Background: an optimization exercise with open tools, aiming at small area and a short achievable clock period. Do not read the settings as production practice. RTL that was checked went through simulation tests only; none was proved equivalent to the original. Power figures rest on the tool's default switching activity, not on a simulated workload.

==> flow/design.v (excerpt) <==
module arm7_execute (
	input             clk,
	input      [31:0] instr_i,   
	input      [31:0] rn_i,      
	input      [31:0] rd_i,      
	input      [31:0] rs_i,      
	input      [31:0] rm_i,      
	input      [31:0] pc_i,      
	input      [3:0]  nzcv_i,    
	output     [31:0] result_o,
	output     [3:0]  nzcv_o,
	output reg        wb_o,
	output reg        exec_o
);
Size in the first run: about 3,300 cells after synthesis, ~200 flip-flops, about 240 I/O pins.
export LEC_CHECK = 0
export CAP_MARGIN = 20
export CORE_MARGIN = 2
export CORE_UTILIZATION = 40
export SLEW_MARGIN = 20
export TNS_END_PERCENT = 10
create_clock -name core_clock -period 13.0 [get_ports {clk}]
standard.sh (not shown) runs the stock make flow with config.mk's settings and CLKGATE_MAP_FILE= SYNTH_SCRIPT=/design/flow/synth_recipe.tcl, a recipe that flattens the netlist after the stock synthesis.
==> flow/flow/run.sh <==
#!/bin/bash
set -euo pipefail
MARGIN=$(cat flow/margin)
bash standard.sh SETUP_SLACK_MARGIN=$MARGIN \
  "BUFFER_PORTS_ARGS=-buffer_cell sky130_fd_sc_hd__buf_2" finish > flow_standard.log 2>&1
==> flow/flow/margin <==
8
The first run passed the timing, design-rule and antenna checks.
==> next run, changes <==
- TNS_END_PERCENT: 10 -> 0
The changed run ran to the end with no violations.
Area after synthesis stays the same.
Final cell count came out lower slightly.
Worst setup slack is worse by 0.087 ns.
Wire length decreases by a few percent.
Total power falls slightly.
Die area does not change.
First-iteration DRC count is lower by a little under a tenth.
Fmax fell slightly.
No run of this note included a check of the RTL's function; only the layout flow was run.

========
v6:
arm7_execute, a different RTL version from the one above (not shown whole).
For scale: about 3,000 cells after synthesis, roughly 240 I/O pins, roughly 25,000 sq um of cells after synthesis.
Settings: LEC_CHECK=0, CAP_MARGIN=20, CORE_MARGIN=2, CORE_UTILIZATION=40, SLEW_MARGIN=20, TNS_END_PERCENT=0; clock period 13.0 ns.
==> flow/flow/margin <==
9
Scripts as last shown in full above: flow/flow/run.sh
The inputs of v7 differ from those of v6 as listed below.
- swapping 40 for 55 in CORE_UTILIZATION
==> flow/flow/margin <==
8
==> comparison <==
| register-to-register slack | lower: v7 |. When v7 is measured against v6, its global-route track usage on met2 turns out 9.0 points higher. v6 | status: complete | timing, DRC, antenna: pass. v7 ran to completion and came out clean on the timing, design-rule and antenna checks. Taking v6 as the reference, in v7 post-detailed-placement half-perimeter wirelength fell about 8%, cell area reported after detailed placement went down, number of flip-flops and latches about even, number of nets at the end of the flow -20, number of antenna diodes went up by 4. Going from v6 to v7, actual slew at the worst max-slew pin shows an increase of 0.086 ns, critical path depth went up. Clock network contribution to total cell area: v6 vs v7 — no meaningful difference.

========
arm7_execute, a different RTL version from the one above (not shown whole).
For scale: roughly 220 flip-flops, ~240 I/O pins.
Settings: LEC_CHECK=0, CAP_MARGIN=20, CORE_MARGIN=2, CORE_UTILIZATION=40, SLEW_MARGIN=20, TNS_END_PERCENT=0; clock period 13.0 ns.
==> flow/flow/margin <==
9
Scripts as last shown in full above: flow/flow/run.sh
Next try:
==> flow/flow/margin (replaced) <==
8
What happened: The changed run completed without violations; clock-buffer cell count does not change; routed wire length is unchanged; via count stays the same; power is unchanged; register-to-register slack barely changes; combinational power is about the same; synthesized area stays the same.
No functional check of the RTL was part of any run of this note.

========
## job 101
RTL: one of the versions met above, not the one the previous note started from.
For scale: roughly 210 flip-flops, about 240 I/O pins, ~25000 sq um of cells after synthesis.
Design arm7_execute, start of the top module:
module arm7_execute (
	input             clk,
	input      [31:0] instr_i,   
	input      [31:0] rn_i,      
	input      [31:0] rd_i,      
	input      [31:0] rs_i,      
	input      [31:0] rm_i,      
	input      [31:0] pc_i,      
	input      [3:0]  nzcv_i,    
	output     [31:0] result_o,
	output     [3:0]  nzcv_o,
	output reg        wb_o,
	output reg        exec_o
);
Settings: LEC_CHECK=0, CAP_MARGIN=20, CORE_MARGIN=2, CORE_UTILIZATION=40, SLEW_MARGIN=20, TNS_END_PERCENT=0; clock period 13.0 ns.
==> flow/flow/margin <==
7.3
Scripts as last shown in full above: flow/flow/run.sh
Inputs modified between job 101 and job 102:
- swapping 0 for 5 in TNS_END_PERCENT
==> flow/flow/margin <==
8
## What came out
Every stage of the flow completed for job 102, and the final layout passed the timing, design-rule and antenna checks.
For register area share after synthesis, job 102 and job 101 come out practically identical.
Sequential-cell power consumption ends up lower on job 101.
Between job 102 and job 101, the global-route met1 utilization figures differ only marginally.
Compared to job 101, job 102 has final worst-path cycle share 0.93 points lower.
Job 102 vs job 101 on design internal power: job 102 is the lower one.
Summary of job 102 over job 101: final standard cell count with taps included and fillers excluded rose by 0.36%; total design power flat.
Length of routed met3 wiring (job 102 over job 101): decrease, 1.5%
Relative to job 101, leakage power increased by 1.3% in job 102.
diff inputs: job 102 => job 103
- a change of TNS_END_PERCENT from 5 to 0
==> comparison <==
- Summary — estimated wirelength of the detail-placed design, job 103 relative to job 102: higher, by 1.9%.
- Between job 102 and job 103, switching share of total power decreased.
- Job 103 vs. job 102: layout net count dropped 29, non-clock buffer count dropped 26, synthesis-to-layout area growth dropped 1.7 points, number of multi-input combinational cells barely changed, via count dropped about 0.9%.
What job 104 does differently from job 103 at the input level:
- CAP_MARGIN: 20 -> 5
- SLEW_MARGIN: 20 -> 5
==> run notes <==
Critical path's largest stage delay: job 104 vs job 103, no meaningful difference
Any difference in final area between job 104 and job 103 is small enough to ignore.
Reported for job 104 and job 103, share of the yosys chip area belonging to registers turned out identical to the last digit.
Per the comparison of job 104 with job 103, placed instance count stayed essentially flat, routed wire length comparable.
As far as footprint of the flip-flops and latches is concerned, job 104 and job 103 perform about the same.
The total power was comparable across job 104 and job 103.
Diff job 104..job 103 | number of sequential cells in the layout | unchanged

==> port drivers added, routing unchanged <==
The results above use ideal ports. As a check the final layouts listed here were re-extracted and re-timed, cells and wires unchanged.
Step 1 assumes that a clkbuf_16 drives the clock port and a buf_2 every other input.
Step 2 also shifts input and output timing later by t, the mid clock arrival at the registers, as if the neighbouring blocks saw the same clock.
a / b / c = ideal ports / drivers / drivers and shift; a / b = the first two.
run	t (ns)	setup WS [ns]	clock arrival spread, ns	slew at the worst register clock pin (ns)
the first run of note 1	0.536	7.264 / 7.264 / 6.996	0.021 / 0.022	0.09 / 0.09
the second run of note 1	0.545	7.177 / 7.177 / 6.725	0.023 / 0.024	0.09 / 0.09
v6	0.603	7.312 / 7.312 / 6.777	0.037 / 0.036	0.06 / 0.06
v7	0.608	7.254 / 7.254 / 6.676	0.014 / 0.014	0.07 / 0.07
the first run of note 3	0.618	7.487 / 7.487 / 7.111	0.041 / 0.042	0.07 / 0.07
the second run of note 3	0.618	7.487 / 7.487 / 7.111	0.041 / 0.042	0.07 / 0.07
job 101	0.613	7.276 / 7.276 / 6.732	0.031 / 0.031	0.07 / 0.07
job 102	0.604	7.397 / 7.397 / 6.919	0.027 / 0.028	0.06 / 0.06
job 103	0.603	7.312 / 7.312 / 6.777	0.037 / 0.036	0.06 / 0.06
job 104	0.601	7.305 / 7.305 / 6.762	0.035 / 0.035	0.06 / 0.06
After both steps every run listed still meets setup and hold. The setup slack of v7, which loses most, moves by 0.000 ns with the drivers and by -0.578 ns with both steps.
